From an optimization exercise on the open Yosys and OpenROAD flow, aimed at small area, a short achievable clock period and few clock cycles; shortcuts taken in it are not production practice. Only simulation tests tie the RTL to the original design; equivalence was not proved. No activity file was given, so power comes from the tool's default toggle rates.

Setup of run 1:
// day02_core
module day02_core #(
    parameter N_ADDR_BITS = 16
) (
    input  wire                 clk,
    input  wire                 rst,
    input  wire [7:0]           rom_data,
    input  wire                 rom_valid,
    output reg  [N_ADDR_BITS:0] rom_addr,
    output wire [63:0]          part1_result,
    output wire [63:0]          part2_result,
    output reg                  done
);
    reg rst_q;
    reg  [5:0]  rq;         
    reg         vq;         
    reg         hold;       
    reg  [5:0]  skid;
    reg         in_b;       
    reg         eot;        
    reg  [4:0]  dc;         
    reg  [35:0] pdig;       
    reg  [35:0] hist;       
    reg  [9:1]  dec;        
    reg  [9:1]  gt;         
    wire        is_dig = rq[4];
    wire [3:0]  dig    = rq[3:0];
    wire        more   = rq[5];    
    reg         qv;         
    reg  [4:0]  qd;
    reg  [35:0] qp;
    reg  [2:0]  qf;
    reg         qb;
    reg         busy;
    reg  [4:0]  cd;         
    reg  [35:0] cp;         
    reg  [2:0]  cf;         
    reg         cb;         
    reg  [1:0]  t;          
    reg         ph;         
    reg  [3:0]  i;          
    reg  [3:0]  jr;         
    reg  [3:0]  pdq;        
    reg         kp1;        
    reg         kp21;       
    reg  [64:0] r;
    reg  [30:0] pb;         
    reg         bprev;      
    reg  [64:0] acc1;       
    reg  [64:0] accx;       
    assign part1_result = acc1[64:1];
    assign part2_result = accx[64:1];
    function [3:0] tlf;
        input [4:0] d;
        input [1:0] tt;
        begin
            if (tt == 2'd0)
                tlf = (d == 5'd4) ? 4'd2 : (d == 5'd6 || d == 5'd9) ? 4'd3 : (d == 5'd8) ? 4'd4 :
                      (d == 5'd10 || d == 5'd15) ? 4'd5 : (d == 5'd12) ? 4'd6 : (d == 5'd14) ? 4'd7 :
                      (d == 5'd16) ? 4'd8 : (d == 5'd18) ? 4'd9 : 4'd1;
            else if (tt == 2'd1)
                tlf = (d == 5'd15) ? 4'd3 : (d == 5'd12) ? 4'd4 : (d == 5'd18) ? 4'd6 : 4'd2;
  ...
Size: ~480 flip-flops, about 160 I/O pins.
Settings: LEC_CHECK=0, CAP_MARGIN=20, CORE_MARGIN=2, CORE_UTILIZATION=40, SLEW_MARGIN=20; clock period 60.0 ns.
run.sh (not shown) runs the stock make flow with config.mk's settings and CLKGATE_MAP_FILE= SYNTH_SCRIPT=/design/flow/synth_recipe.tcl, a recipe that flattens the netlist after the stock synthesis.
Run 1 completed every stage of the flow, and the final layout passed the timing, design-rule and antenna checks.
Testbench counts of run 1, summed over its fixed seeds: cycles 40,788.
Input-level comparison between run 2 and run 1:
# run 1
export LEC_CHECK = 0
export CAP_MARGIN = 20
export CORE_MARGIN = 2
export CORE_UTILIZATION = 40
export SLEW_MARGIN = 20
create_clock -name core_clock -period 60.0 [get_ports {clk}]
# run 2
export LEC_CHECK = 0
export ABC_AREA = 1
export CAP_MARGIN = 20
export CORE_MARGIN = 2
export CORE_UTILIZATION = 40
export GPL_TIMING_DRIVEN = 1
export SLEW_MARGIN = 20
create_clock -name core_clock -period 60.0 [get_ports {clk}]
==> flow/flow/run.sh (new file) <==
#!/bin/bash
# The standard layout, with buf_2 cells as the port buffers.
set -o pipefail
export BUFFER_PORTS_ARGS="-buffer_cell sky130_fd_sc_hd__buf_2"
bash standard.sh > standard.log 2>&1
==> flow/standard.sh (new file) <==
#!/bin/bash
# synth_recipe.tcl (not shown) runs the flow's synth.tcl, then flattens the netlist and writes it again
# the make line also repeats each setting of config.mk as NAME=value (left out here)
make -C /OpenROAD-flow-scripts/flow DESIGN_CONFIG=/design/flow/config.mk WORK_HOME=/design/flow/orfs CLKGATE_MAP_FILE= SYNTH_SCRIPT=/design/flow/synth_recipe.tcl "${@:-finish}"
removed: flow/run.sh
Results
Cmp run 1 and run 2 / routed length per instance / higher: run 1
Going from run 1 to run 2, the post-synthesis sequential area ratio was found to have gone up by 1.2 points.
Comparing run 1 and run 2, highest attainable clock frequency is lower on run 1.
Non-clock buffer count in the final layout of run 2 falls short of that of run 1 by more than 10%.
diff inputs: run 2 => run 3
==> flow/run.sh (new file) <==
#!/bin/bash
# synth_recipe.tcl (not shown) runs the flow's synth.tcl, then flattens the netlist and writes it again
# the make line also repeats each setting of config.mk as NAME=value (left out here)
make -C /OpenROAD-flow-scripts/flow DESIGN_CONFIG=/design/flow/config.mk WORK_HOME=/design/flow/orfs CLKGATE_MAP_FILE= SYNTH_SCRIPT=/design/flow/synth_recipe.tcl finish
removed: flow/flow/run.sh
removed: flow/standard.sh
## What came out
Of run 2 and run 3, run 3 shows the higher maximum cell stage delay along the critical path, with run 2 below it.
Of run 3 and run 2, it is run 3 that has the higher pin slew with the least headroom to its limit.
Run 3 ended up with a lower placer's final routability congestion estimate than run 2 did.
Compared with run 2, in run 3 met1 wire length went up 1.7%, largest buffer count on any clock path has remained practically unchanged, routed wire length went up by 0.66%, sequential cell count neither gained nor lost much, fraction of the cycle the final worst path needs went up.
Initial antenna violation count: run 3 > run 2
diff inputs: run 3 => run 4
# run 3
export LEC_CHECK = 0
export ABC_AREA = 1
export CAP_MARGIN = 20
export CORE_MARGIN = 2
export CORE_UTILIZATION = 40
export GPL_TIMING_DRIVEN = 1
export SLEW_MARGIN = 20
create_clock -name core_clock -period 60.0 [get_ports {clk}]
# run 4
export LEC_CHECK = 0
export ABC_AREA = 1
export CAP_MARGIN = 20
export CORE_MARGIN = 2
export CORE_UTILIZATION = 40
export SLEW_MARGIN = 20
create_clock -name core_clock -period 60.0 [get_ports {clk}]
Notes after the runs:
Timing, DRC, antenna: 0 failures across run 3 and run 4
Diff run 4..run 3 | met2 layer usage reported by global route | unchanged
Comparing run 4 against run 3, there is no change at all in post-route standard cell area excluding fillers.
Run 4 -> run 3: synthesized cell count delta 0, exact match
Reported for run 3 and run 4, floorplan core area turned out identical to the last digit.
> inputs changed (run 4 -> run 5)
==> flow/flow/run.sh (new file) <==
#!/bin/bash
set -o pipefail
export BUFFER_PORTS_ARGS="-buffer_cell sky130_fd_sc_hd__buf_2"
bash standard.sh > standard.log 2>&1
==> flow/standard.sh (new file) <==
#!/bin/bash
# synth_recipe.tcl (not shown) runs the flow's synth.tcl, then flattens the netlist and writes it again
# the make line also repeats each setting of config.mk as NAME=value (left out here)
make -C /OpenROAD-flow-scripts/flow DESIGN_CONFIG=/design/flow/config.mk WORK_HOME=/design/flow/orfs CLKGATE_MAP_FILE= SYNTH_SCRIPT=/design/flow/synth_recipe.tcl "${@:-finish}"
removed: flow/run.sh
### Flow results
[compare] base=run 4 new=run 5: proportion of final cell area spent on non-clock buffers went down 2.0 points, cell count of the worst reg-to-reg path went down 2, clock-cell share of area went up 0.60 points, worst path setup slack after routing went up 0.39 ns, number of non-clock buffers in the layout went down 2.1%. Maximum fanout along the worst path: run 4 vs run 5 identical. Run 4 -> run 5: cell count flat.

* * *

== violet ==
Another version of the RTL of day02_core (not shown whole).
For scale: roughly 5000 cells after synthesis, roughly 490 flip-flops, about 160 I/O pins, about 38000 µm² of cells after synthesis.
==> flow/config.mk <==
export PLATFORM = sky130hd
export DESIGN_NAME = day02_core
export DESIGN_NICKNAME = day02_core
export VERILOG_FILES = /design/flow/design.v
export SDC_FILE = /design/flow/constraint.sdc
export NUM_CORES = 8
export LEC_CHECK = 0
export ABC_AREA = 1
export CAP_MARGIN = 20
export CORE_MARGIN = 2
export CORE_UTILIZATION = 40
export SLEW_MARGIN = 20
==> flow/constraint.sdc <==
create_clock -name core_clock -period 60.0 [get_ports {clk}]
set_input_delay 12.0000 -clock core_clock [delete_from_list [all_inputs] [get_ports {clk}]]
set_output_delay 12.0000 -clock core_clock [all_outputs]
set_load 0.01 [all_outputs]
standard.sh (not shown) runs the stock make flow with config.mk's settings and CLKGATE_MAP_FILE= SYNTH_SCRIPT=/design/flow/synth_recipe.tcl, a recipe that flattens the netlist after the stock synthesis.
==> flow/flow/run.sh <==
#!/bin/bash
set -o pipefail
export BUFFER_PORTS_ARGS="-buffer_cell sky130_fd_sc_hd__buf_2"
export SETUP_SLACK_MARGIN=46.9
bash standard.sh > standard.log 2>&1
Testbench counts of violet, summed over its fixed seeds: cycles 35,727.
The inputs of yarrow differ from those of violet as listed below.
Settings: a deleted ABC_AREA that had been 1.
==> flow/flow/run.sh <==
#!/bin/bash
# The standard layout (standard.sh), with two changes:
#  - after the standard synthesis, OpenROAD's restructure re-maps the logic
#    between the registers for area (flow/restructure.tcl), with a copy of the
#    platform library that leaves out its don't-use cells (flow/filter_lib.py);
#  - buf_2 cells as the port buffers.
# Each tool's output goes to its own log in this folder.
set -eo pipefail
export BUFFER_PORTS_ARGS="-buffer_cell sky130_fd_sc_hd__buf_2"
bash standard.sh synth > standard_synth.log 2>&1
export RESULTS=$PWD/orfs/results/sky130hd/day02_core/base
export LIB=$FLOW_HOME/platforms/sky130hd/lib/sky130_fd_sc_hd__tt_025C_1v80.lib
export LIB_RS=$PWD/restructure_lib.lib
python3 flow/filter_lib.py "$LIB" "$LIB_RS" '*__lpflow_*' '*__probe*' '*__fill_*' \
    '*__dlygate*' '*__dlymetal*' '*__clkdly*' > filter_lib.log 2>&1
mkdir -p restructure_work
export WORK=$PWD/restructure_work
openroad -no_init -exit flow/restructure.tcl > restructure.log 2>&1
bash standard.sh > standard.log 2>&1
==> flow/flow/filter_lib.py (new file) <==
#!/usr/bin/env python3
# Writes a copy of a liberty file without the cells whose names match the given
# glob patterns (the platform's don't-use cells), for restructure/ABC.
import sys, fnmatch
src, dst, pats = sys.argv[1], sys.argv[2], sys.argv[3:]
text = open(src).read()
out = []
pos = 0
while True:
    i = text.find('cell (', pos)
    if i < 0:
        out.append(text[pos:])
        break
    # start of the line holding the cell group
    ls = text.rfind('\n', 0, i) + 1
    name = text[i + 6:text.find(')', i)].strip().strip('"')
    j = text.find('{', i)
    depth, k = 1, j + 1
    while depth:
        c = text[k]
        if c == '{':
            depth += 1
        elif c == '}':
            depth -= 1
        k += 1
    out.append(text[pos:ls])
    if not any(fnmatch.fnmatch(name, p) for p in pats):
        out.append(text[ls:k])
    pos = k
open(dst, 'w').write(''.join(out))
==> flow/flow/restructure.tcl (new file) <==
# Area recovery on the synthesized netlist: OpenROAD's restructure re-maps the
# combinational logic between registers with ABC (the registers are untouched).
# ABC maps to $::env(LIB_RS), the platform library less its don't-use cells.
set results $::env(RESULTS)
read_db $results/1_synth.odb
read_liberty $::env(LIB)
read_sdc $results/1_synth.sdc
report_design_area
restructure -liberty_file $::env(LIB_RS) -target area \
    -tielo_port sky130_fd_sc_hd__conb_1/LO -tiehi_port sky130_fd_sc_hd__conb_1/HI \
    -work_dir $::env(WORK)
report_design_area
write_db $results/1_synth.odb
Findings:
- yarrow against violet: ratio of final minimum period to clock period picked up an extra 0.41 points, die area has decreased, detailed route wirelength on metal2 picked up an extra 4100 µm, switching power of the nets has decreased, clock tree buffer count of the final layout down about 1.4%.
#### Input delta (cedar over yarrow)
Settings: putting PLACE_DENSITY at 0.75 where nothing was set; putting ABC_AREA at 1 where nothing was set; swapping 40 for 65 in CORE_UTILIZATION.
Results
Cmp cedar vs yarrow: synthesized cell count lower in cedar
Going from yarrow to cedar, number of vias after detailed routing shrank slightly.
NOTE number of buffers outside the clock class in the layout yarrow->cedar decreased by more than 10%
Changes observed in cedar relative to yarrow: utilization of the core after routing increased by 27 points relative to the old numbers; total length of routed wires fell by 14%; layout overhead on the synthesized area -2.7 points.
Diff yarrow -> cedar | slew at the pin closest to its max-slew limit | increase of 0.13 ns

* * *

Starting RTL as in the previous note.
export LEC_CHECK = 0
export ABC_AREA = 1
export CAP_MARGIN = 20
export CORE_MARGIN = 2
export CORE_UTILIZATION = 40
export SLEW_MARGIN = 20
create_clock -name core_clock -period 60.0 [get_ports {clk}]
==> flow/flow/run.sh <==
#!/bin/bash
set -o pipefail
export BUFFER_PORTS_ARGS="-buffer_cell sky130_fd_sc_hd__buf_2"
bash standard.sh > standard.log 2>&1
Testbench counts at the start, summed over its fixed seeds: cycles 35,727.
Change:
==> flow/flow/run.sh (replaced) <==
#!/bin/bash
# The standard layout (standard.sh), with two changes:
#  - after the standard synthesis, OpenROAD's restructure re-maps the logic
#    between the registers for area (flow/restructure.tcl), with a copy of the
#    platform library that leaves out its don't-use cells (flow/filter_lib.py);
#  - buf_2 cells as the port buffers.
# Each tool's output goes to its own log in this folder.
set -eo pipefail
export BUFFER_PORTS_ARGS="-buffer_cell sky130_fd_sc_hd__buf_2"
bash standard.sh synth > standard_synth.log 2>&1
export RESULTS=$PWD/orfs/results/sky130hd/day02_core/base
export LIB=$FLOW_HOME/platforms/sky130hd/lib/sky130_fd_sc_hd__tt_025C_1v80.lib
export LIB_RS=$PWD/restructure_lib.lib
python3 flow/filter_lib.py "$LIB" "$LIB_RS" '*__lpflow_*' '*__probe*' '*__fill_*' \
    '*__dlygate*' '*__dlymetal*' '*__clkdly*' > filter_lib.log 2>&1
mkdir -p restructure_work
export WORK=$PWD/restructure_work
openroad -no_init -exit flow/restructure.tcl > restructure.log 2>&1
bash standard.sh > standard.log 2>&1
==> flow/flow/filter_lib.py (new file) <==
#!/usr/bin/env python3
# Writes a copy of a liberty file without the cells whose names match the given
# glob patterns (the platform's don't-use cells), for restructure/ABC.
import sys, fnmatch
src, dst, pats = sys.argv[1], sys.argv[2], sys.argv[3:]
text = open(src).read()
out = []
pos = 0
while True:
    i = text.find('cell (', pos)
    if i < 0:
        out.append(text[pos:])
        break
    # start of the line holding the cell group
    ls = text.rfind('\n', 0, i) + 1
    name = text[i + 6:text.find(')', i)].strip().strip('"')
    j = text.find('{', i)
    depth, k = 1, j + 1
    while depth:
        c = text[k]
        if c == '{':
            depth += 1
        elif c == '}':
            depth -= 1
        k += 1
    out.append(text[pos:ls])
    if not any(fnmatch.fnmatch(name, p) for p in pats):
        out.append(text[ls:k])
    pos = k
open(dst, 'w').write(''.join(out))
==> flow/flow/restructure.tcl (new file) <==
# Area recovery on the synthesized netlist: OpenROAD's restructure re-maps the
# combinational logic between registers with ABC (the registers are untouched).
# ABC maps to $::env(LIB_RS), the platform library less its don't-use cells.
set results $::env(RESULTS)
read_db $results/1_synth.odb
read_liberty $::env(LIB)
read_sdc $results/1_synth.sdc
report_design_area
restructure -liberty_file $::env(LIB_RS) -target area \
    -tielo_port sky130_fd_sc_hd__conb_1/LO -tiehi_port sky130_fd_sc_hd__conb_1/HI \
    -work_dir $::env(WORK)
report_design_area
write_db $results/1_synth.odb
- CTS_CLUSTER_DIAMETER: default -> 100
- CTS_CLUSTER_SIZE: default -> 25
Outcome:
- The new run finished with timing, DRC and antenna clean
- final area shrinks by roughly a tenth
- power shrinks by about a fifth
- routed wire length grows by a few percent
- critical path depth does not change
- sequential cell count does not change
- count of clock-buffer cells in the layout shrinks by 32
- die area shrinks by roughly a tenth
- clock power shrinks by well over a third
Change:
- CTS_CLUSTER_SIZE: 25 -> 20
Final cell count hardly moves.
Setup slack is better by 0.054 ns.
Design area goes up by 0.32%.
Change:
- CORE_UTILIZATION: 40 -> 65
- PLACE_DENSITY: default -> 0.75
=> Total power fell by 3.5%. Count of clock-buffer cells in the layout fell by 7. Routed wire length fell by 6.4%. Global-route usage rose by 14 points. Combinational power is about the same. Sequential power is about the same.
Change:
- CORE_UTILIZATION: 65 -> 40
- CTS_BUF_LIST: default -> sky130_fd_sc_hd__clkbuf_8
- CTS_CLUSTER_DIAMETER: 100 -> default
- CTS_CLUSTER_SIZE: 20 -> default
- PLACE_DENSITY: 0.75 -> default
The changed run ran to the end with no violations.
Clock power goes up by well over a third.
Global-route usage goes down by 14 points.
Area after synthesis is unchanged.
Final area goes up by a few percent.
Total power goes up by roughly a tenth.
Final cell count goes up by roughly a tenth.
Routed wire length goes up by a little under a tenth.
Via count goes down by a few percent.
Setup slack is worse by 0.024 ns.
Count of clock-buffer cells in the layout goes up by 61.
Hold slack is better by 0.0046 ns.
Change:
- CTS_BUF_LIST: sky130_fd_sc_hd__clkbuf_8 -> default
- CTS_CLUSTER_DIAMETER: default -> 80
- CTS_CLUSTER_SIZE: default -> 30
Via count shrinks by 1.6%.
Non-clock buffer count stays the same.
Setup slack gets better by 0.12 ns.
Total power shrinks by 5.9%.
Routed wire length shrinks by 1.0%.
Clock skew is about the same.
Final cell count shrinks by 1.9%.
Final area shrinks by 1.7%.
Synthesized cell count is unchanged.

## port drivers added, routing unchanged
The results above use ideal ports. As a check the final layouts listed here were re-extracted and re-timed, cells and wires unchanged.
Step 1, drivers: a clkbuf_16 drives clk and a buf_2 each remaining input, both assumed.
Step 2 also shifts input and output timing later by t, the mid clock arrival at the registers, as if the neighbouring blocks saw the same clock.
Three values: ideal ports, drivers, drivers and shift; two values: the first two.
run	t (ns)	slack for setup (ns)	cell pins on the clock port's net
run 1	0.722	46.177 / 46.108 / 46.763	1
run 2	0.718	46.631 / 46.562 / 47.012	1
run 3	0.690	46.237 / 46.169 / 46.594	1
run 4	0.690	46.237 / 46.169 / 46.594	1
run 5	0.718	46.631 / 46.562 / 47.012	1
violet	0.720	46.824 / 46.754 / 46.578	1
yarrow	0.747	46.580 / 46.513 / 46.947	1
cedar	0.691	46.665 / 46.600 / 47.062	1
the first run of note 3	0.716	46.628 / 46.562 / 46.616	1
the second run of note 3	0.710	46.667 / 46.602 / 47.156	1
the third run of note 3	0.657	46.721 / 46.654 / 47.136	1
the fourth run of note 3	0.697	46.604 / 46.541 / 47.172	1
the fifth run of note 3	0.799	46.580 / 46.518 / 47.122	1
the sixth run of note 3	0.647	46.698 / 46.634 / 47.145	1
After both steps every run listed still meets setup and hold. The setup slack of violet, which loses most, moves by -0.070 ns with the drivers and by -0.246 ns with both steps.
